This design comes from an exercise in tuning for small area on the open sky130 flow, not from production work. Function was checked by simulation only, so behaviour that the tests miss may differ from the original. The flow treats the clock pin as an ideal source. Dropping or thinning the clock tree relies on that and would not hold on a real chip. Power is estimated from default activity; no workload was simulated.

== job 9722 ==
// rgb_fpga
module rgb_fpga(
    input clk,               
    input rst_n,
    output lcd_reset,
    output lcd_bl,
    output vs,
    output hs,
    output den,
    output [23:0] rgb,
    input btn_next_img
);
clock: 12.0 ns
lec_check: 0
abc_area: 1
cap_margin: 20
core_margin: 2
core_utilization: 70
slew_margin: 20
standard.sh (not shown) runs the stock make flow with config.mk's settings and CLKGATE_MAP_FILE= SYNTH_SCRIPT=/design/flow/synth_recipe.tcl, a recipe that flattens the netlist after the stock synthesis.
==> flow/flow/run.sh <==
#!/bin/bash
# Own layout flow: the standard ORFS flow with
#  - a stronger ABC area script for the combinational logic (registers are
#    mapped by the standard synthesis steps, unchanged),
#  - the smallest buffer on each input and output port,
#  - CTS without dummy loads and with small clock buffers.
# Each tool's output goes to the ORFS logs under orfs/logs and to the log
# files written here.
set -euo pipefail
W=$(pwd)
F=$W/flow
export MY_ABC_SCRIPT=$F/abc_area.script
make -C "$FLOW_HOME" DESIGN_CONFIG=$W/config.mk WORK_HOME=$W/orfs CLKGATE_MAP_FILE= \
  SYNTH_SCRIPT=$F/synth.tcl \
  "BUFFER_PORTS_ARGS=-buffer_cell sky130_fd_sc_hd__buf_1" \
  "CTS_ARGS=-sink_clustering_enable -repair_clock_nets -dont_use_dummy_load -buf_list sky130_fd_sc_hd__clkbuf_8 -sink_clustering_size 50 -sink_clustering_max_diameter 1000" \
  finish > $W/make_finish.log 2>&1
R=$W/orfs/results/$FLOW_PLATFORM/rgb_fpga/base
: # left out here: write the final layout as DEF
==> flow/flow/abc_area.script <==
strash
&get -n
&fraig -x
&put
scorr
dc2
strash
&get -n
&dch -f
&nf -a -R 1000
&put
==> flow/flow/synth.tcl <==
# The standard synthesis script, with ABC run on a stronger area script.
proc synth {args} { yosys synth -nofsm -noshare {*}$args }
proc abc {args} {
  set i [lsearch -exact $args -script]
  if { $i >= 0 } { lset args [expr { $i + 1 }] $::env(MY_ABC_SCRIPT) }
  yosys abc {*}$args
}
source $::env(SCRIPTS_DIR)/synth.tcl
# left out here: clear keep_hierarchy, flatten, clean up, hide names made inside functions, write 1_2_yosys.v
Input changes introduced in job 9279 (baseline for comparison: job 9722):
-- flow/flow/run.sh --
<<< job 9722, line 16
  "CTS_ARGS=-sink_clustering_enable -repair_clock_nets -dont_use_dummy_load -buf_list sky130_fd_sc_hd__clkbuf_8 -sink_clustering_size 50 -sink_clustering_max_diameter 1000" \
>>> job 9279, line 16
  "CTS_ARGS=-sink_clustering_enable -repair_clock_nets -dont_use_dummy_load -buf_list sky130_fd_sc_hd__clkbuf_16 -sink_clustering_size 50 -sink_clustering_max_diameter 1000" \
- Top achievable clock speed in job 9279 is about 0.6% above job 9722.
- Changes observed in job 9279 relative to job 9722: end-of-flow core utilization picked up an extra 1.6 points; proportion of synthesized flip-flops having asynchronous set or reset neither gained nor lost much; clock period minus worst slack lost 0.036 ns; worst endpoint data arrival time lost 0.04 ns; final wirelength picked up an extra 3.4%.
- The clock power in job 9279 is 1.5 times that in job 9722.
- As far as share of post-route cells with drive strength above 1 goes, job 9279 and job 9722 are indistinguishable; the numbers are identical.
- Taking job 9722 as the reference, in job 9279 sequential share of cell area shows a reduction of 0.89 points, clock share of power +8.9 points.
The following lists how job 3172 was set up differently from job 9279:
- swapping 70 for 50 in CORE_UTILIZATION
-- flow/flow/run.sh --
<<< job 9279, line 13
>>> job 3172, line 13
export MY_CLK_ROOT_BUF=sky130_fd_sc_hd__clkbuf_16
<<< job 9279, line 16
  "CTS_ARGS=-sink_clustering_enable -repair_clock_nets -dont_use_dummy_load -buf_list sky130_fd_sc_hd__clkbuf_16 -sink_clustering_size 50 -sink_clustering_max_diameter 1000" \
>>> job 3172, line 17
  "CTS_ARGS=-sink_clustering_enable -repair_clock_nets -dont_use_dummy_load -buf_list sky130_fd_sc_hd__clkbuf_8" \
==> flow/flow/abc_area.script <==
strash
dc2
balance -l
resub -K 6 -l
rewrite -l
resub -K 6 -N 2 -l
refactor -l
resub -K 8 -l
balance -l
resub -K 8 -N 2 -l
rewrite -l
resub -K 10 -l
rewrite -z -l
resub -K 10 -N 2 -l
balance -l
resub -K 12 -l
refactor -z -l
resub -K 12 -N 2 -l
rewrite -z -l
balance -l
dch -f
amap -m
==> flow/flow/post_cts.tcl (new file) <==
# Replace the clock tree CTS built (a root buffer and a level of leaf
# buffers) by a single buffer that drives every register clock pin.
set block [ord::get_db_block]
set clk_net [$block findNet clk]
set root ""
foreach it [$clk_net getITerms] {
  if { [$it getIoType] == "INPUT" } { set root [$it getInst] }
}
if { $root == "" } { error "no clock root buffer found" }
set root_net [[$root findITerm X] getNet]
set leaves {}
foreach it [$root_net getITerms] {
  if { [$it getIoType] == "INPUT" } {
    set inst [$it getInst]
    if { [string match "*clkbuf*" [[$inst getMaster] getName]] } { lappend leaves $inst }
  }
}
puts "post_cts: root [$root getName], [llength $leaves] leaf buffers"
foreach leaf $leaves {
  set lnet [[$leaf findITerm X] getNet]
  set sinks {}
  foreach sit [$lnet getITerms] {
    if { [$sit getInst] != $leaf } { lappend sinks $sit }
  }
  foreach sit $sinks {
    $sit disconnect
    $sit connect $root_net
  }
  odb::dbInst_destroy $leaf
  odb::dbNet_destroy $lnet
}
set m [[ord::get_db] findMaster $::env(MY_CLK_ROOT_BUF)]
$root swapMaster $m
puts "post_cts: root is now [[$root getMaster] getName] driving [llength [$root_net getITerms]] pins"
detailed_placement
check_placement -verbose
estimate_parasitics -placement
report_clock_skew
-- flow/flow/synth.tcl --
<<< job 9279, line 8
>>> job 3172, line 8
# Leave adders to ABC rather than mapping them to half and full adder cells.
set ::env(ADDER_MAP_FILE) ""
## What came out
Summary of job 3172 over job 9279: first-pass GRT wire length down about 10%; post-synthesis share of cell area spent on xor and xnor gates down 5.0 points; count of buffers not belonging to the clock network in the layout down about 3.2%. Changes observed in job 3172 relative to job 9279: relative area change from synthesis to final layout went down by 1.6 points; via count moved down. The netlist area before placement in job 3172 sits 14% below the value recorded for job 9279. Job 9279 closes out successfully: all stages finished, all timing, DRC and antenna checks passed. In summary, job 3172 completed successfully, with a layout that passed the timing, DRC and antenna checks. Multi-input combinational area share delta for job 3172 relative to job 9279: 9.9 points lower. Job 3172 — final core utilization 22 points lower, job 9279 as reference.
Input-level comparison between job 8372 and job 3172:
-- flow/flow/run.sh --
<<< job 3172, line 13
export MY_CLK_ROOT_BUF=sky130_fd_sc_hd__clkbuf_16
>>> job 8372, line 13
<<< job 3172, line 15
  SYNTH_SCRIPT=$F/synth.tcl \
>>> job 8372, line 14
  SYNTH_SCRIPT=$F/synth.tcl POST_CTS_TCL=$F/post_cts.tcl \
==> flow/flow/post_cts.tcl <==
set block [ord::get_db_block]
set clk_net [$block findNet clk]
set root ""
foreach it [$clk_net getITerms] {
  if { [$it getIoType] == "INPUT" } { set root [$it getInst] }
}
if { $root == "" } { error "no clock root buffer found" }
set root_net [[$root findITerm X] getNet]
set leaves {}
foreach it [$root_net getITerms] {
  if { [$it getIoType] == "INPUT" } { lappend leaves $it }
}
if { [llength $leaves] > 4 } { error "root drives [llength $leaves] pins" }
foreach it $leaves {
  $it disconnect
  $it connect $clk_net
}
puts "post_cts: removed root [$root getName]; clock port drives [llength $leaves] leaf buffers"
odb::dbInst_destroy $root
odb::dbNet_destroy $root_net
# One tie cell drives both constant outputs (conb_1 has a HI and a LO pin).
set ties {}
foreach inst [$block getInsts] {
  if { [[$inst getMaster] getName] == "sky130_fd_sc_hd__conb_1" } { lappend ties $inst }
}
if { [llength $ties] == 2 } {
  set keep [lindex $ties 0]
  set drop [lindex $ties 1]
  foreach pin {HI LO} {
    set dn [[$drop findITerm $pin] getNet]
    if { $dn != "NULL" } {
      set kn [[$keep findITerm $pin] getNet]
      if { $kn != "NULL" } { error "tie cells: both drive $pin" }
      [$drop findITerm $pin] disconnect
      [$keep findITerm $pin] connect $dn
    }
  }
  puts "post_cts: merged tie cell [$drop getName] into [$keep getName]"
  odb::dbInst_destroy $drop
}
detailed_placement
check_placement -verbose
estimate_parasitics -placement
report_clock_skew
--- outcome ---
- Per the comparison of job 8372 with job 3172, total power dropped about 6%, share of the cycle needed by the critical path after routing has decreased, internal portion of total power shows a reduction of 3.6%.
- The final layouts of job 3172 and job 8372 pass the timing, DRC and antenna checks.

zinc:
rgb_fpga again, from the RTL that the note above started with.
clock: 12.0 ns
lec_check: 0
abc_area: 1
cap_margin: 20
core_margin: 2
core_utilization: 50
slew_margin: 20
==> flow/flow/run.sh <==
#!/bin/bash
# Own layout flow: the standard ORFS flow with
#  - a stronger ABC area script for the combinational logic (registers are
#    mapped by the standard synthesis steps, unchanged),
#  - the smallest buffer on each input and output port,
#  - CTS without dummy loads and with small clock buffers.
# Each tool's output goes to the ORFS logs under orfs/logs and to the log
# files written here.
set -euo pipefail
W=$(pwd)
F=$W/flow
export MY_ABC_SCRIPT=$F/abc_area.script
make -C "$FLOW_HOME" DESIGN_CONFIG=$W/config.mk WORK_HOME=$W/orfs CLKGATE_MAP_FILE= \
  SYNTH_SCRIPT=$F/synth.tcl POST_CTS_TCL=$F/post_cts.tcl \
  "BUFFER_PORTS_ARGS=-buffer_cell sky130_fd_sc_hd__buf_1" \
  "CTS_ARGS=-sink_clustering_enable -repair_clock_nets -dont_use_dummy_load -buf_list sky130_fd_sc_hd__clkbuf_4" \
  finish > $W/make_finish.log 2>&1
R=$W/orfs/results/$FLOW_PLATFORM/rgb_fpga/base
: # left out here: write the final layout as DEF
==> flow/flow/abc_area.script <==
strash
dc2
balance -l
resub -K 6 -l
rewrite -l
resub -K 6 -N 2 -l
refactor -l
resub -K 8 -l
balance -l
resub -K 8 -N 2 -l
rewrite -l
resub -K 10 -l
rewrite -z -l
resub -K 10 -N 2 -l
balance -l
resub -K 12 -l
refactor -z -l
resub -K 12 -N 2 -l
rewrite -z -l
balance -l
dch -f
amap -m
==> flow/flow/post_cts.tcl <==
set block [ord::get_db_block]
set clk_net [$block findNet clk]
set root ""
foreach it [$clk_net getITerms] {
  if { [$it getIoType] == "INPUT" } { set root [$it getInst] }
}
if { $root == "" } { error "no clock root buffer found" }
set root_net [[$root findITerm X] getNet]
set leaves {}
foreach it [$root_net getITerms] {
  if { [$it getIoType] == "INPUT" } { lappend leaves $it }
}
if { [llength $leaves] > 4 } { error "root drives [llength $leaves] pins" }
foreach it $leaves {
  $it disconnect
  $it connect $clk_net
}
puts "post_cts: removed root [$root getName]; clock port drives [llength $leaves] leaf buffers"
odb::dbInst_destroy $root
odb::dbNet_destroy $root_net
# One tie cell drives both constant outputs (conb_1 has a HI and a LO pin).
set ties {}
foreach inst [$block getInsts] {
  if { [[$inst getMaster] getName] == "sky130_fd_sc_hd__conb_1" } { lappend ties $inst }
}
if { [llength $ties] == 2 } {
  set keep [lindex $ties 0]
  set drop [lindex $ties 1]
  foreach pin {HI LO} {
    set dn [[$drop findITerm $pin] getNet]
    if { $dn != "NULL" } {
      set kn [[$keep findITerm $pin] getNet]
      if { $kn != "NULL" } { error "tie cells: both drive $pin" }
      [$drop findITerm $pin] disconnect
      [$keep findITerm $pin] connect $dn
    }
  }
  puts "post_cts: merged tie cell [$drop getName] into [$keep getName]"
  odb::dbInst_destroy $drop
}
detailed_placement
estimate_parasitics -placement
set slew_target 0.115
set up_master [[ord::get_db] findMaster sky130_fd_sc_hd__clkbuf_8]
foreach it $leaves {
  set leaf [$it getInst]
  set out [[$leaf findITerm X] getNet]
  set worst 0.0
  foreach sit [$out getITerms] {
    if { [$sit getIoType] != "INPUT" } { continue }
    set pin [get_pins "[[$sit getInst] getName]/[[$sit getMTerm] getName]"]
    set s [get_property $pin slew_max]
    if { $s > $worst } { set worst $s }
  }
  puts "post_cts: leaf [$leaf getName] ([[$leaf getMaster] getName]) worst sink slew $worst"
  if { $worst > $slew_target } {
    $leaf swapMaster $up_master
    puts "post_cts: upsized [$leaf getName] to [$up_master getName]"
  }
}
detailed_placement
check_placement -verbose
estimate_parasitics -placement
report_clock_skew
==> flow/flow/synth.tcl <==
# The standard synthesis script, with ABC run on a stronger area script.
proc synth {args} { yosys synth -nofsm -noshare {*}$args }
proc abc {args} {
  set i [lsearch -exact $args -script]
  if { $i >= 0 } { lset args [expr { $i + 1 }] $::env(MY_ABC_SCRIPT) }
  yosys abc {*}$args
}
# Leave adders to ABC rather than mapping them to half and full adder cells.
set ::env(ADDER_MAP_FILE) ""
source $::env(SCRIPTS_DIR)/synth.tcl
# left out here: clear keep_hierarchy, flatten, clean up, hide names made inside functions, write 1_2_yosys.v
zinc ran to completion and came out clean on the timing, DRC and antenna checks.
For umber, these inputs were changed with respect to zinc:
-- flow/flow/run.sh --
<<< zinc, line 14
  SYNTH_SCRIPT=$F/synth.tcl POST_CTS_TCL=$F/post_cts.tcl \
  "BUFFER_PORTS_ARGS=-buffer_cell sky130_fd_sc_hd__buf_1" \
  "CTS_ARGS=-sink_clustering_enable -repair_clock_nets -dont_use_dummy_load -buf_list sky130_fd_sc_hd__clkbuf_4" \
  finish > $W/make_finish.log 2>&1
R=$W/orfs/results/$FLOW_PLATFORM/rgb_fpga/base
>>> umber, line 14
  SYNTH_SCRIPT=$F/synth.tcl POST_CTS_TCL=$F/post_cts.tcl \
  "BUFFER_PORTS_ARGS=-buffer_cell sky130_fd_sc_hd__buf_1" \
  "CTS_ARGS=-sink_clustering_enable -repair_clock_nets -dont_use_dummy_load -buf_list sky130_fd_sc_hd__clkbuf_8" \
  finish > $W/make_finish.log 2>&1
R=$W/orfs/results/$FLOW_PLATFORM/rgb_fpga/base
==> flow/flow/post_cts.tcl <==
set block [ord::get_db_block]
set clk_net [$block findNet clk]
set root ""
foreach it [$clk_net getITerms] {
  if { [$it getIoType] == "INPUT" } { set root [$it getInst] }
}
if { $root == "" } { error "no clock root buffer found" }
set root_net [[$root findITerm X] getNet]
set leaves {}
foreach it [$root_net getITerms] {
  if { [$it getIoType] == "INPUT" } { lappend leaves $it }
}
if { [llength $leaves] > 4 } { error "root drives [llength $leaves] pins" }
foreach it $leaves {
  $it disconnect
  $it connect $clk_net
}
puts "post_cts: removed root [$root getName]; clock port drives [llength $leaves] leaf buffers"
odb::dbInst_destroy $root
odb::dbNet_destroy $root_net
detailed_placement
check_placement -verbose
estimate_parasitics -placement
report_clock_skew
Notes after the runs:
Every stage of the flow completed for umber, and the final layout passed the timing, DRC and antenna checks. Compared with zinc, umber shows a higher core utilization. Between zinc and umber, the switching component of the power is lower for zinc. Compared with zinc, umber shows a lower average via count per standard cell. Summary — wire length of the first global-routing pass, umber relative to zinc: lower, by about 0.4%. Min setup slack across zinc and umber: zinc.
> inputs changed (umber -> delta)
Settings: a change of CORE_UTILIZATION from 50 to 70.
-- flow/flow/run.sh --
<<< umber, line 12
export MY_ABC_SCRIPT=$F/abc_area.script
make -C "$FLOW_HOME" DESIGN_CONFIG=$W/config.mk WORK_HOME=$W/orfs CLKGATE_MAP_FILE= \
  SYNTH_SCRIPT=$F/synth.tcl POST_CTS_TCL=$F/post_cts.tcl \
  "BUFFER_PORTS_ARGS=-buffer_cell sky130_fd_sc_hd__buf_1" \
  "CTS_ARGS=-sink_clustering_enable -repair_clock_nets -dont_use_dummy_load -buf_list sky130_fd_sc_hd__clkbuf_8" \
>>> delta, line 12
export MY_ABC_SCRIPT=$F/abc_area.script
make -C "$FLOW_HOME" DESIGN_CONFIG=$W/config.mk WORK_HOME=$W/orfs CLKGATE_MAP_FILE= \
  SYNTH_SCRIPT=$F/synth.tcl \
  "BUFFER_PORTS_ARGS=-buffer_cell sky130_fd_sc_hd__buf_1" \
  "CTS_ARGS=-sink_clustering_enable -repair_clock_nets -dont_use_dummy_load -buf_list sky130_fd_sc_hd__clkbuf_8" \
-- flow/flow/abc_area.script --
<<< umber, line 20
balance -l
dch -f
amap -m
>>> delta, line 20
balance -l
dch -f
amap
==> flow/flow/synth.tcl <==
# The standard synthesis script, with ABC run on a stronger area script.
proc synth {args} { yosys synth -nofsm -noshare {*}$args }
proc abc {args} {
  set i [lsearch -exact $args -script]
  if { $i >= 0 } { lset args [expr { $i + 1 }] $::env(MY_ABC_SCRIPT) }
  yosys abc {*}$args
}
source $::env(SCRIPTS_DIR)/synth.tcl
# left out here: clear keep_hierarchy, flatten, clean up, hide names made inside functions, write 1_2_yosys.v
removed: flow/flow/post_cts.tcl
Findings:
Diff umber -> delta: utilization shows an increase of 21 points, number of buffers outside the clock class in the layout roughly the same.
Part of the power in combinational logic delta for delta relative to umber: 0.2 points lower
When delta is set beside umber, its clock network power share turns out to be 4.2 points larger.
Delta(clock power, delta - umber) > 0
Per the comparison of delta with umber, power after layout increased 6.2%, worst setup margin decreased 0.45 ns, filler-free cell count of the finished design increased about 9%.
delta | stages: all done | timing, DRC, antenna: all pass
> inputs changed (delta -> quartz)
-- flow/flow/run.sh --
<<< delta, line 14
  SYNTH_SCRIPT=$F/synth.tcl \
  "BUFFER_PORTS_ARGS=-buffer_cell sky130_fd_sc_hd__buf_1" \
  "CTS_ARGS=-sink_clustering_enable -repair_clock_nets -dont_use_dummy_load -buf_list sky130_fd_sc_hd__clkbuf_8" \
  finish > $W/make_finish.log 2>&1
R=$W/orfs/results/$FLOW_PLATFORM/rgb_fpga/base
>>> quartz, line 14
  SYNTH_SCRIPT=$F/synth.tcl \
  "BUFFER_PORTS_ARGS=-buffer_cell sky130_fd_sc_hd__buf_1" \
  "CTS_ARGS=-sink_clustering_enable -repair_clock_nets -dont_use_dummy_load -buf_list {sky130_fd_sc_hd__clkbuf_4 sky130_fd_sc_hd__clkbuf_8}" \
  finish > $W/make_finish.log 2>&1
R=$W/orfs/results/$FLOW_PLATFORM/rgb_fpga/base
==> flow/flow/abc_area.script <==
strash
&get -n
&fraig -x
&put
scorr
dc2
strash
&get -n
&dch -f
&nf -a -R 1000
&put
### Flow results
Total setup violations reported at the end of the flow came out exactly the same in quartz and delta. [compare] base=delta new=quartz: sequential share of layout area decreased 0.30 points, share of cell area taken by multi-input logic gates increased 3.0 points, global-route wire length before repair decreased about 6%. Of the two values seen for cell class with the largest area share, sequential cells was produced by delta and multi-input combinational cells by quartz. Summary: with delta as the reference, final cell count in quartz moved down by a few percent. Across both runs, worst setup slack was higher for quartz than for delta.

separate check: timing with driven ports:
How much do the figures lean on ideal ports? The routed layouts below were timed once more, with nothing changed but the port constraints. Step 1, drivers: a clkbuf_16 drives clk and a buf_2 each remaining input, both assumed. Step 2 moves the port delays by t, midway between the first and last clock arrival at a register: inputs arrive t later, outputs are due t later. That takes back most of the time a late clock gives input paths. Slacks: ideal / step 1 / step 2; pairs: ideal / step 1.
run | t (ns) | setup WS [ns] | worst setup path at the end
job 9722 | 0.318 | 5.751 / 5.723 / 6.040 | register to output
job 9279 | 0.308 | 5.787 / 5.756 / 6.064 | register to output
job 3172 | 0.314 | 5.957 / 5.931 / 6.245 | register to output
job 8372 | 0.186 | 6.100 / 6.049 / 6.236 | register to output
zinc | 0.198 | 6.046 / 5.999 / 6.197 | register to output
umber | 0.186 | 6.102 / 6.051 / 6.237 | register to output
delta | 0.316 | 5.657 / 5.634 / 5.950 | register to output
quartz | 0.318 | 5.751 / 5.723 / 6.040 | register to output
After both steps every run listed still meets setup and hold.
